Background: an optimization exercise with open tools, aiming at small area and a short achievable clock period. Do not read the settings as production practice.
RTL that was checked went through simulation tests only; none was proved equivalent to the original.

## JK
// pr2_cpu
module pr2_cpu(
	input  logic        clk,
	input  logic        rst,
	output logic [5:0]  pc,
	input  logic [17:0] instr,
	output logic [4:0]  dmem_addr,
	output logic [15:0] dmem_wdata,
	output logic        dmem_we,
	input  logic [15:0] dmem_rdata,
	input  logic        init_en,
	input  logic [3:0]  init_addr,
	input  logic [3:0]  init_data,
	input  logic [3:0]  dbg_addr,
	output logic [15:0] dbg_data
	);
Size: ~4,700 cells after synthesis, ~35,000 um^2 of cells after synthesis.
export LEC_CHECK = 0
export ABC_AREA = 1
export CAP_MARGIN = 20
export CORE_MARGIN = 2
export CORE_UTILIZATION = 40
export CTS_BUF_LIST = sky130_fd_sc_hd__clkbuf_8
export SLEW_MARGIN = 20
export TNS_END_PERCENT = 30
create_clock -name core_clock -period 42.0 [get_ports {clk}]
standard.sh (not shown) runs the stock make flow with config.mk's settings and CLKGATE_MAP_FILE= SYNTH_SCRIPT=/design/flow/synth_recipe.tcl, a recipe that flattens the netlist after the stock synthesis.
==> flow/flow/run.sh <==
#!/bin/bash
# Standard layout (the standard flow's synthesis, clock and constraints) with two changes
# to how the layout is optimised:
#  - timing repair is asked to leave extra setup slack, so the resizer keeps
#    improving paths beyond what the 42 ns clock requires;
#  - the input/output port buffers are buf_2 instead of the default choice.
set -euo pipefail
bash standard.sh SETUP_SLACK_MARGIN=22.5 "BUFFER_PORTS_ARGS=-buffer_cell sky130_fd_sc_hd__buf_2" finish > orfs_flow.log 2>&1
JK did not stop at any stage, and its layout met the timing, DRC and antenna checks.
> inputs changed (JK -> MS)
Settings: setting PLACE_DENSITY to 0.7 for the first time; changing CORE_UTILIZATION from 40 to 55; removing TNS_END_PERCENT (formerly 30).
diff --git a/flow/flow/run.sh b/flow/flow/run.sh
--- a/flow/flow/run.sh
+++ b/flow/flow/run.sh
@@ -8 +8 @@
-bash standard.sh SETUP_SLACK_MARGIN=22.5 "BUFFER_PORTS_ARGS=-buffer_cell sky130_fd_sc_hd__buf_2" finish > orfs_flow.log 2>&1
+bash standard.sh SETUP_SLACK_MARGIN=22 "BUFFER_PORTS_ARGS=-buffer_cell sky130_fd_sc_hd__buf_2" finish > orfs_flow.log 2>&1
==> comparison <==
Of MS and JK, it is MS that has the lower worst setup slack after layout. In the reports for JK and MS, the larger number of buffer and inverter stages on the critical path belongs to JK. Against JK, non-clock buffer count in MS fell by more than 10%. Area growth from synthesis to final layout: MS vs JK down 3.9 points. On MS: number of clock buffers in the layout is 5.8% lower than what JK gave. Clock skew was lower in the run labelled MS. Routed wire length delta for MS relative to JK: 5.9% lower.
For AL, these inputs were changed with respect to MS:
Settings: PLACE_DENSITY removed (was 0.7); CTS_BUF_LIST removed (was sky130_fd_sc_hd__clkbuf_8); CORE_UTILIZATION changed from 55 to 40.
==> flow/run.sh (new file) <==
#!/bin/bash
# synth_recipe.tcl (not shown) runs the flow's synth.tcl, then flattens the netlist and writes it again
# the make line also repeats each setting of config.mk as NAME=value (left out here)
make -C /OpenROAD-flow-scripts/flow DESIGN_CONFIG=/design/flow/config.mk WORK_HOME=/design/flow/orfs CLKGATE_MAP_FILE= SYNTH_SCRIPT=/design/flow/synth_recipe.tcl finish
removed: flow/flow/run.sh
removed: flow/standard.sh
--- outcome ---
- MS → AL: number of cells in the finished layout apart from fillers moved up; highest cell delay on the worst timing path moved up.
- AL against MS: die boundary width shows an increase of 44 um.
- Against MS, AL comes in 4.0% higher on total detailed-routing wirelength.
- Relative to MS, via count has gone down in AL.
- Between MS and AL, the difference in final area is negligible.
- Via count of the first global-routing pass of AL falls short of that of MS slightly.
Input changes introduced in TR (baseline for comparison: AL):
Settings: CTS_BUF_LIST newly set to sky130_fd_sc_hd__clkbuf_8.
==> flow/flow/run.sh (new file) <==
#!/bin/bash
# Standard layout (the standard flow's synthesis, clock and constraints) with two changes
# to how the layout is optimised:
#  - timing repair is asked to leave extra setup slack, so the resizer keeps
#    improving paths beyond what the 42 ns clock requires;
#  - the input/output port buffers are buf_2 instead of the default choice.
set -euo pipefail
bash standard.sh SETUP_SLACK_MARGIN=22 "BUFFER_PORTS_ARGS=-buffer_cell sky130_fd_sc_hd__buf_2" finish > orfs_flow.log 2>&1
==> flow/standard.sh (new file) <==
#!/bin/bash
# synth_recipe.tcl (not shown) runs the flow's synth.tcl, then flattens the netlist and writes it again
# the make line also repeats each setting of config.mk as NAME=value (left out here)
make -C /OpenROAD-flow-scripts/flow DESIGN_CONFIG=/design/flow/config.mk WORK_HOME=/design/flow/orfs CLKGATE_MAP_FILE= SYNTH_SCRIPT=/design/flow/synth_recipe.tcl "${@:-finish}"
removed: flow/run.sh
Results
- Compared with AL, in TR wire length rose by 0.82%.
- Where final area is concerned, AL is better than TR.
- Compared with AL, TR shows a worst endpoint data arrival time that is 2.25 ns lower.
- Clock period minus worst slack, TR and AL: smaller value in TR
- Of the two values seen for beginning of the critical path, dbg_addr[3] was produced by TR and instr[8] by AL.
- TR vs. AL: detailed-route wire length on metal 1 went up by 0.32%.
- First-pass GRT wire length came out higher on TR than on AL.
- Max worst hold slack across TR and AL: TR
- Row worst-case setup margin in the final layout: TR higher / AL lower

========
Setup of before:
pr2_cpu, a different RTL version from the one above (not shown whole).
For scale: about 93 I/O pins, roughly 0.037 mm2 of cells after synthesis.
Settings: LEC_CHECK=0, ABC_AREA=1, CAP_MARGIN=20, CORE_MARGIN=2, CORE_UTILIZATION=40, SLEW_MARGIN=20; clock period 42.0 ns.
==> flow/flow/run.sh <==
#!/bin/bash
# Standard layout, with timing repair asked to leave extra setup slack so that
# the resizer keeps improving paths beyond what the 42 ns clock requires.
set -euo pipefail
bash standard.sh SETUP_SLACK_MARGIN=20 finish > orfs_flow.log 2>&1
--- input diff before..after ---
==> flow/run.sh (new file) <==
#!/bin/bash
# synth_recipe.tcl (not shown) runs the flow's synth.tcl, then flattens the netlist and writes it again
# the make line also repeats each setting of config.mk as NAME=value (left out here)
make -C /OpenROAD-flow-scripts/flow DESIGN_CONFIG=/design/flow/config.mk WORK_HOME=/design/flow/orfs CLKGATE_MAP_FILE= SYNTH_SCRIPT=/design/flow/synth_recipe.tcl finish
removed: flow/flow/run.sh
removed: flow/standard.sh
### Flow results
- Actual slew at the worst max-slew pin was higher in after than in before.
- | post-synthesis to final-layout area growth | after vs before | ≈ equal |
- after | stages: all done | timing, DRC, antenna: all pass
- On share of post-route cells with drive strength above 1, after tracks before almost exactly.
- Changes observed in after relative to before: number of clock buffers inserted by TritonCTS comparable; setup slack of the worst register-to-register path -0.94 ns.
- Of after and before, it is after that has the higher part of the cycle the worst path needs.
- Delta (after minus before): distinct cell type count of the synthesized netlist level, clock skew moved down.

========
## main
pr2_cpu with an RTL version that a note above also has.
Size: about 4,700 cells after synthesis, about 93 I/O pins, about 35,000 sq um of cells after synthesis.
Settings: LEC_CHECK=0, ABC_AREA=1, CAP_MARGIN=20, CORE_MARGIN=2, CORE_UTILIZATION=40, CTS_BUF_LIST=sky130_fd_sc_hd__clkbuf_8, CTS_CLUSTER_SIZE=30, SLEW_MARGIN=20, TNS_END_PERCENT=10; clock period 42.0 ns.
==> flow/flow/run.sh <==
#!/bin/bash
# Standard layout (the standard flow's synthesis, clock and constraints) with two changes
# to how the layout is optimised:
#  - timing repair is asked to leave extra setup slack, so the resizer keeps
#    improving paths beyond what the 42 ns clock requires;
#  - the input/output port buffers are buf_2 instead of the default choice.
set -euo pipefail
bash standard.sh SETUP_SLACK_MARGIN=24 "BUFFER_PORTS_ARGS=-buffer_cell sky130_fd_sc_hd__buf_2" finish > orfs_flow.log 2>&1
Here is what was changed in the inputs of the feature branch compared with main.
Settings: CTS_CLUSTER_SIZE removed (was 30); PLACE_DENSITY newly set to 0.7; CORE_UTILIZATION changed from 40 to 55; TNS_END_PERCENT removed (was 10); CTS_BUF_LIST changed from sky130_fd_sc_hd__clkbuf_8 to sky130_fd_sc_hd__clkbuf_4.
--- a/flow/flow/run.sh
+++ b/flow/flow/run.sh
@@ -8 +8 @@
-bash standard.sh SETUP_SLACK_MARGIN=24 "BUFFER_PORTS_ARGS=-buffer_cell sky130_fd_sc_hd__buf_2" finish > orfs_flow.log 2>&1
+bash standard.sh SETUP_SLACK_MARGIN=22 "BUFFER_PORTS_ARGS=-buffer_cell sky130_fd_sc_hd__buf_2" finish > orfs_flow.log 2>&1
==> comparison <==
- Worst hold slack across all endpoints: higher on main
- Delta (the feature branch minus main): number of distinct library cells after synthesis closely matched the old numbers; met1 track demand over resource in global routing increased by 9.9 points relative to the old numbers; height of the die decreased by about 15% relative to the old numbers; core utilization increased by 14 points relative to the old numbers; post-synthesis register bit count closely matched the old numbers.
- Of the two values seen for startpoint of the most critical setup path, instr[9] was produced by the feature branch and dbg_addr[3] by main.
- Number of antenna cells inserted, the feature branch and main, higher one = the feature branch.

========
pr2_cpu again, from the RTL that the note above started with.
export LEC_CHECK = 0
export ABC_AREA = 1
export CAP_MARGIN = 5
export CORE_MARGIN = 2
export CORE_UTILIZATION = 40
export CTS_BUF_LIST = sky130_fd_sc_hd__clkbuf_8
export CTS_CLUSTER_SIZE = 30
export SLEW_MARGIN = 5
create_clock -name core_clock -period 42.0 [get_ports {clk}]
==> flow/flow/run.sh <==
#!/bin/bash
# Standard layout (the standard flow's synthesis, clock and constraints) with two changes
# to how the layout is optimised:
#  - timing repair is asked to leave extra setup slack, so the resizer keeps
#    improving paths beyond what the 42 ns clock requires;
#  - the input/output port buffers are buf_2 instead of the default choice.
set -euo pipefail
bash standard.sh SETUP_SLACK_MARGIN=22 "BUFFER_PORTS_ARGS=-buffer_cell sky130_fd_sc_hd__buf_2" finish > orfs_flow.log 2>&1
==> next run, changes <==
--- a/flow/flow/run.sh
+++ b/flow/flow/run.sh
@@ -6,3 +6,3 @@
 #  - the input/output port buffers are buf_2 instead of the default choice.
 set -euo pipefail
-bash standard.sh SETUP_SLACK_MARGIN=22 "BUFFER_PORTS_ARGS=-buffer_cell sky130_fd_sc_hd__buf_2" finish > orfs_flow.log 2>&1
+bash standard.sh SETUP_SLACK_MARGIN=23 "BUFFER_PORTS_ARGS=-buffer_cell sky130_fd_sc_hd__buf_2" finish > orfs_flow.log 2>&1
--- a/flow/config.mk
+++ b/flow/config.mk
@@ -7,8 +7,8 @@
 export LEC_CHECK = 0
 export ABC_AREA = 1
-export CAP_MARGIN = 5
+export CAP_MARGIN = 20
 export CORE_MARGIN = 2
 export CORE_UTILIZATION = 40
 export CTS_BUF_LIST = sky130_fd_sc_hd__clkbuf_8
-export CTS_CLUSTER_SIZE = 30
-export SLEW_MARGIN = 5
+export SLEW_MARGIN = 20
+export TNS_END_PERCENT = 20
Outcome: The new run completed without violations. Cell area went up by 1.5%. Count of clock-buffer cells in the layout went down by 1. Fmax went up by 1.8%. Hold slack degrades by 0.037 ns. Routed wire length went down by 0.42%. Sequential share of layout area went down by 0.34 points. Cell count went up by 0.45%. Area after synthesis is unchanged.
==> next run, changes <==
--- a/flow/config.mk
+++ b/flow/config.mk
@@ -12,3 +12,2 @@
 export CTS_BUF_LIST = sky130_fd_sc_hd__clkbuf_8
 export SLEW_MARGIN = 20
-export TNS_END_PERCENT = 20
- The changed run ran to the end with no violations
- final cell count climbs by 0.53%
- first-iteration DRC count rises by 0.58%
- via count increases by about 1%
- design area grows by about 2.1%
- setup slack gets worse by 0.086 ns
- register-to-register slack gets better by 0.05 ns
- synthesized area does not change
==> next run, changes <==
--- a/flow/flow/run.sh
+++ b/flow/flow/run.sh
@@ -6,3 +6,3 @@
 #  - the input/output port buffers are buf_2 instead of the default choice.
 set -euo pipefail
-bash standard.sh SETUP_SLACK_MARGIN=23 "BUFFER_PORTS_ARGS=-buffer_cell sky130_fd_sc_hd__buf_2" finish > orfs_flow.log 2>&1
+bash standard.sh SETUP_SLACK_MARGIN=20 "BUFFER_PORTS_ARGS=-buffer_cell sky130_fd_sc_hd__buf_2" finish > orfs_flow.log 2>&1
After rerunning: Final area drops by 5.9%; first-iteration DRC count drops by 3.1%; critical path depth drops by 7.

========
## run Y
The RTL this note starts from:
==> flow/design.v <==
module div_steps #(parameter int JHI = 15, parameter int JLO = 0) (
	input  logic [15:0]      r_in,
	input  logic [JHI:JLO]   a,
	input  logic [15:0]      b,
	output logic [15:0]      r_out,
	output logic [JHI:JLO]   q
);
	logic [15:0] rr [JLO:JHI+1];
	assign rr[JHI+1] = r_in;
	for (genvar j = JHI; j >= JLO; j--) begin : st
		localparam int W = 16 - j;
		logic [W-1:0] t, d;
		logic         bo, hz;
		if (W == 1) begin : w1
			assign t = a[j];
		end else begin : wn
			assign t = {rr[j+1][W-2:0], a[j]};
		end
		assign {bo, d} = {1'b0, t} - {1'b0, b[W-1:0]};
		if (W == 16) begin : hz16
			assign hz = 1'b1;
		end else begin : hzn
			assign hz = ~|b[15:W];
		end
		assign q[j] = hz & ~bo;
		if (W == 16) begin : o16
			assign rr[j] = q[j] ? d : t;
		end else begin : on
			assign rr[j] = {{(16-W){1'b0}}, q[j] ? d : t};
		end
	end
	assign r_out = rr[JLO];
endmodule
module pr2_cpu(
	input  logic        clk,
	input  logic        rst,
	output logic [5:0]  pc,
	input  logic [17:0] instr,
	output logic [4:0]  dmem_addr,
	output logic [15:0] dmem_wdata,
	output logic        dmem_we,
	input  logic [15:0] dmem_rdata,
	input  logic        init_en,
	input  logic [3:0]  init_addr,
	input  logic [3:0]  init_data,
	input  logic [3:0]  dbg_addr,
	output logic [15:0] dbg_data
	);
	localparam int DK = 6;    
	logic [5:0] op;
	logic [3:0] rs, rt, rd;
	assign op = instr[17:12];
	assign rs = instr[11:8];
	assign rt = instr[7:4];
	assign rd = instr[3:0];
	logic cJ, cB1, cB2, cM, cI, cR, jump;
	assign cJ  = (op[5:1] == 5'b00000);    
	assign cB1 = (op[5:1] == 5'b00001);    
	assign cB2 = (op[5:2] == 4'b0001);     
	assign cM  = (op[5:3] == 3'b001);      
	assign cI  = (op[5:4] == 2'b01);       
	assign cR  = op[5];                    
	assign jump = cJ | (op[5:2] == 4'b1000);
	logic [15:0] regs [16];
	logic [15:0] RD1, RD2, WD;
	logic [3:0]  WA;
	assign RD1 = regs[rs];
	assign RD2 = regs[rt];
	assign dbg_data = regs[dbg_addr];
	for (genvar k = 0; k < 16; k++) begin : rf
		always_ff @(posedge clk)
			if (WA == k) regs[k] <= WD;
	end
	logic [15:0] SignImm, ZeroImm, CompImm, opb;
	assign SignImm = {{12{rd[3]}}, rd};
	assign ZeroImm = {12'b0, rd};
	assign CompImm = op[1] ? (op[0] ? {~rd, 12'hFFF} : {8'b0, rd, 4'b0}) : {4'b0, rd, 8'b0};
	assign opb = cR ? RD2 : ((op[2] & cI) ? ((op[3] | (op[0] & op[1])) ? CompImm : ZeroImm) : SignImm);
	logic [3:0]  F;
	logic [15:0] g, sum, lg, alu_out;
	logic        cout, ovs, slt;
	assign F = (op[3] & op[2]) ? 4'b0101 : op[3:0];
	assign g = F[1] ? ~opb : opb;
	assign {cout, sum} = {1'b0, RD1} + {1'b0, g} + {16'b0, F[1]};
	assign ovs = (sum[15] ^ RD1[15]) & ~(RD1[15] ^ g[15]);
	assign slt = F[0] ? ~cout : (ovs ? cout : sum[15]);
	always_comb
		case (F[1:0])
			2'b00: lg = RD1 & opb;
			2'b01: lg = RD1 | opb;
			2'b10: lg = RD1 ^ opb;
			default: lg = ~(RD1 | opb);
		endcase
	assign alu_out = F[2] ? lg : (F[3] ? {15'b0, slt} : sum);
	logic [15:0] sh_out;
	always_comb
		case (op[1:0])
			2'b00: sh_out = RD2 << RD1[3:0];
			2'b01: sh_out = RD2 >> RD1[3:0];
			default: sh_out = $signed(RD2) >>> RD1[3:0];
		endcase
	localparam logic [1:0] MD_RES = 2'd0, MD_MUL = 2'd1, MD_DIV = 2'd2;
	logic [1:0]  mode;
	logic [15:0] hr, lr, xr;
	logic [15:0] fH, fL, mH, mL, dR, dQl;
	logic [31:0] prod;
	assign prod = hr * lr;
	div_steps #(.JHI(15-DK), .JLO(0)) div2 (
		.r_in(hr), .a(lr[15:DK]), .b(xr), .r_out(dR), .q(dQl[15-DK:0]));
	assign dQl[15:16-DK] = lr[DK-1:0];
	always_comb
		case (mode)
			MD_MUL: begin fH = prod[31:16]; fL = prod[15:0]; end
			MD_DIV: begin fH = dR; fL = dQl; end
			default: begin fH = hr; fL = lr; end
		endcase
	logic [15:0] d1R;
	logic [15:16-DK] d1Q;
	div_steps #(.JHI(15), .JLO(16-DK)) div1 (
		.r_in(16'b0), .a(RD1[15:16-DK]), .b(RD2), .r_out(d1R), .q(d1Q));
	always_ff @(posedge clk) begin
		if (op[2]) begin
			if (op[0]) begin
				mode <= MD_RES; hr <= RD1; lr <= RD1;
			end else if (op[1]) begin
				mode <= MD_DIV; hr <= d1R; lr <= {RD1[15-DK:0], d1Q}; xr <= RD2;
			end else begin
				mode <= MD_MUL; hr <= RD1; lr <= RD2;
			end
		end else if (op[0]) begin
			mode <= MD_RES;
			if (op[1]) begin hr <= fH; lr <= RD1; end
			else       begin hr <= RD1; lr <= fL; end
		end
	end
	logic [15:0] mul_out;
	assign mul_out = op[1] ? fL : fH;
	logic [15:0] R_out;
	always_comb
		if (cI | (cR & op[4]))       R_out = alu_out;
		else if (cR & ~op[3])        R_out = sh_out;
		else if (cR)                 R_out = mul_out;
		else                         R_out = 16'b0;
	logic [5:0]  addr6;
	logic [15:0] MOut, ld, bsel;
	assign addr6 = RD1[5:0] + SignImm[5:0];
	assign MOut = dmem_rdata;
	assign dmem_addr = addr6[5:1];
	assign dmem_we = op[2] & cM;
	assign dmem_wdata = op[0] ? RD2 : (addr6[0] ? {RD2[7:0], MOut[15:8]} : {MOut[15:8], RD2[7:0]});
	assign bsel = addr6[0] ? {8'b0, MOut[15:8]} : {8'b0, MOut[7:0]};
	assign ld = op[0] ? MOut : {{8{bsel[7] & ~op[1]}}, bsel[7:0]};
	logic [5:0] pc1, pc_next;
	logic       taken, eq, lez;
	assign pc1 = pc + 6'd1;
	assign eq  = (RD1 == RD2);
	assign lez = RD1[15] | (RD1 == 16'b0);
	assign taken = (cB1 & (op[0] ^ RD1[15])) |
	               (cB2 & (op[0] ^ (op[1] ? lez : eq)));
	assign pc_next = taken ? (pc1 + SignImm[5:0]) : (jump ? (cR ? RD1[5:0] : instr[5:0]) : pc1);
	always_ff @(posedge clk)
		if (rst) pc <= 6'd0;
		else if (!init_en) pc <= pc_next;
	always_comb begin
		if (init_en) begin
			WA = init_addr;
			WD = {12'b0, init_data};
		end else begin
			WA = jump ? 4'd15 : (cR ? rd : rt);
			WD = cM ? ld : ((jump & op[0]) ? {10'b0, pc1} : R_out);
		end
	end
endmodule
Settings: LEC_CHECK=0, CAP_MARGIN=20, CORE_MARGIN=2, CORE_UTILIZATION=40, SLEW_MARGIN=20; clock period 42.0 ns.
run.sh (not shown) runs the stock make flow with config.mk's settings and CLKGATE_MAP_FILE= SYNTH_SCRIPT=/design/flow/synth_recipe.tcl, a recipe that flattens the netlist after the stock synthesis.
Stock flow here: none of the scripts above is used.
The inputs of run F differ from those of run Y as listed below.
Settings: putting ABC_AREA at 1 where nothing was set.
## What came out
Looking only at time the final worst path needs with I/O delays and setup, and setting everything else aside, the higher value of run F and run Y goes to run Y. The clock buffer count reported for run F is smaller than that of run Y by 1. Global routing met2 resource utilization was higher in the run labelled run Y. Run F vs run Y on utilization after layout: run F is the higher one. Taking run Y as the reference, in run F y dimension of the die dropped 2.3%, netlist area before placement decreased 4.6%. As far as count of final setup violators goes, run F and run Y are indistinguishable; the numbers are identical. Per the comparison of run F with run Y, number of cell instances on the worst register-to-register path higher, global-route usage rose by 0.27 points, placer congestion estimate up about 5%, length of the first detailed-routing pass in iterations went up.
Function was not checked in any run of this note: the RTL went through the layout flow alone.

==> separate check: timing with driven ports <==
How much do the figures lean on ideal ports? The routed layouts below were timed once more, with nothing changed but the port constraints. Step 1 (the two cells are an assumption about what drives the block):
set clk [get_ports {clk}]
set_driving_cell -lib_cell sky130_fd_sc_hd__clkbuf_16 $clk
set_driving_cell -lib_cell sky130_fd_sc_hd__buf_2 [delete_from_list [all_inputs] $clk]
Step 2 times the ports against the registers' clock, not the clock port: input delays grow and output delays shrink by t, the midpoint of the rising clock arrivals with the driver on. Slacks: no drivers / after step 1 / after step 2; pairs: no drivers / after step 1.
| run | shift t [ns] | slack for setup (ns) | hold WS [ns] |
|---|---|---|---|
| JK | 0.740 | 22.321 / 22.272 / 22.272 | 0.625 / 0.625 / 0.625 |
| MS | 0.699 | 22.016 / 21.980 / 21.875 | 0.597 / 0.597 / 0.597 |
| AL | 0.620 | 19.778 / 19.755 / 19.755 | 0.616 / 0.616 / 0.616 |
| TR | 0.729 | 22.028 / 22.006 / 22.006 | 0.627 / 0.627 / 0.627 |
| before | 0.631 | 20.222 / 20.162 / 20.162 | 0.635 / 0.635 / 0.635 |
| after | 0.631 | 19.908 / 19.866 / 19.866 | 0.608 / 0.608 / 0.608 |
| main | 0.706 | 22.360 / 22.341 / 22.341 | 0.606 / 0.606 / 0.606 |
| the feature branch | 0.894 | 22.029 / 21.979 / 21.850 | 0.600 / 0.600 / 0.600 |
| the first run of note 4 | 0.729 | 22.028 / 22.006 / 22.006 | 0.627 / 0.627 / 0.627 |
| the second run of note 4 | 0.707 | 22.391 / 22.373 / 22.373 | 0.589 / 0.589 / 0.589 |
| the third run of note 4 | 0.728 | 22.305 / 22.240 / 22.240 | 0.588 / 0.588 / 0.588 |
| the fourth run of note 4 | 0.729 | 20.533 / 20.506 / 20.506 | 0.623 / 0.623 / 0.623 |
| run Y | 0.619 | 15.961 / 15.961 / 15.961 | 0.525 / 0.525 / 0.525 |
| run F | 0.632 | 18.940 / 18.940 / 18.940 | 0.579 / 0.579 / 0.579 |
After both steps setup and hold are still met in every run listed. For the feature branch, which loses most, drivers alone change the setup slack by -0.050 ns; drivers and shift together by -0.179 ns.
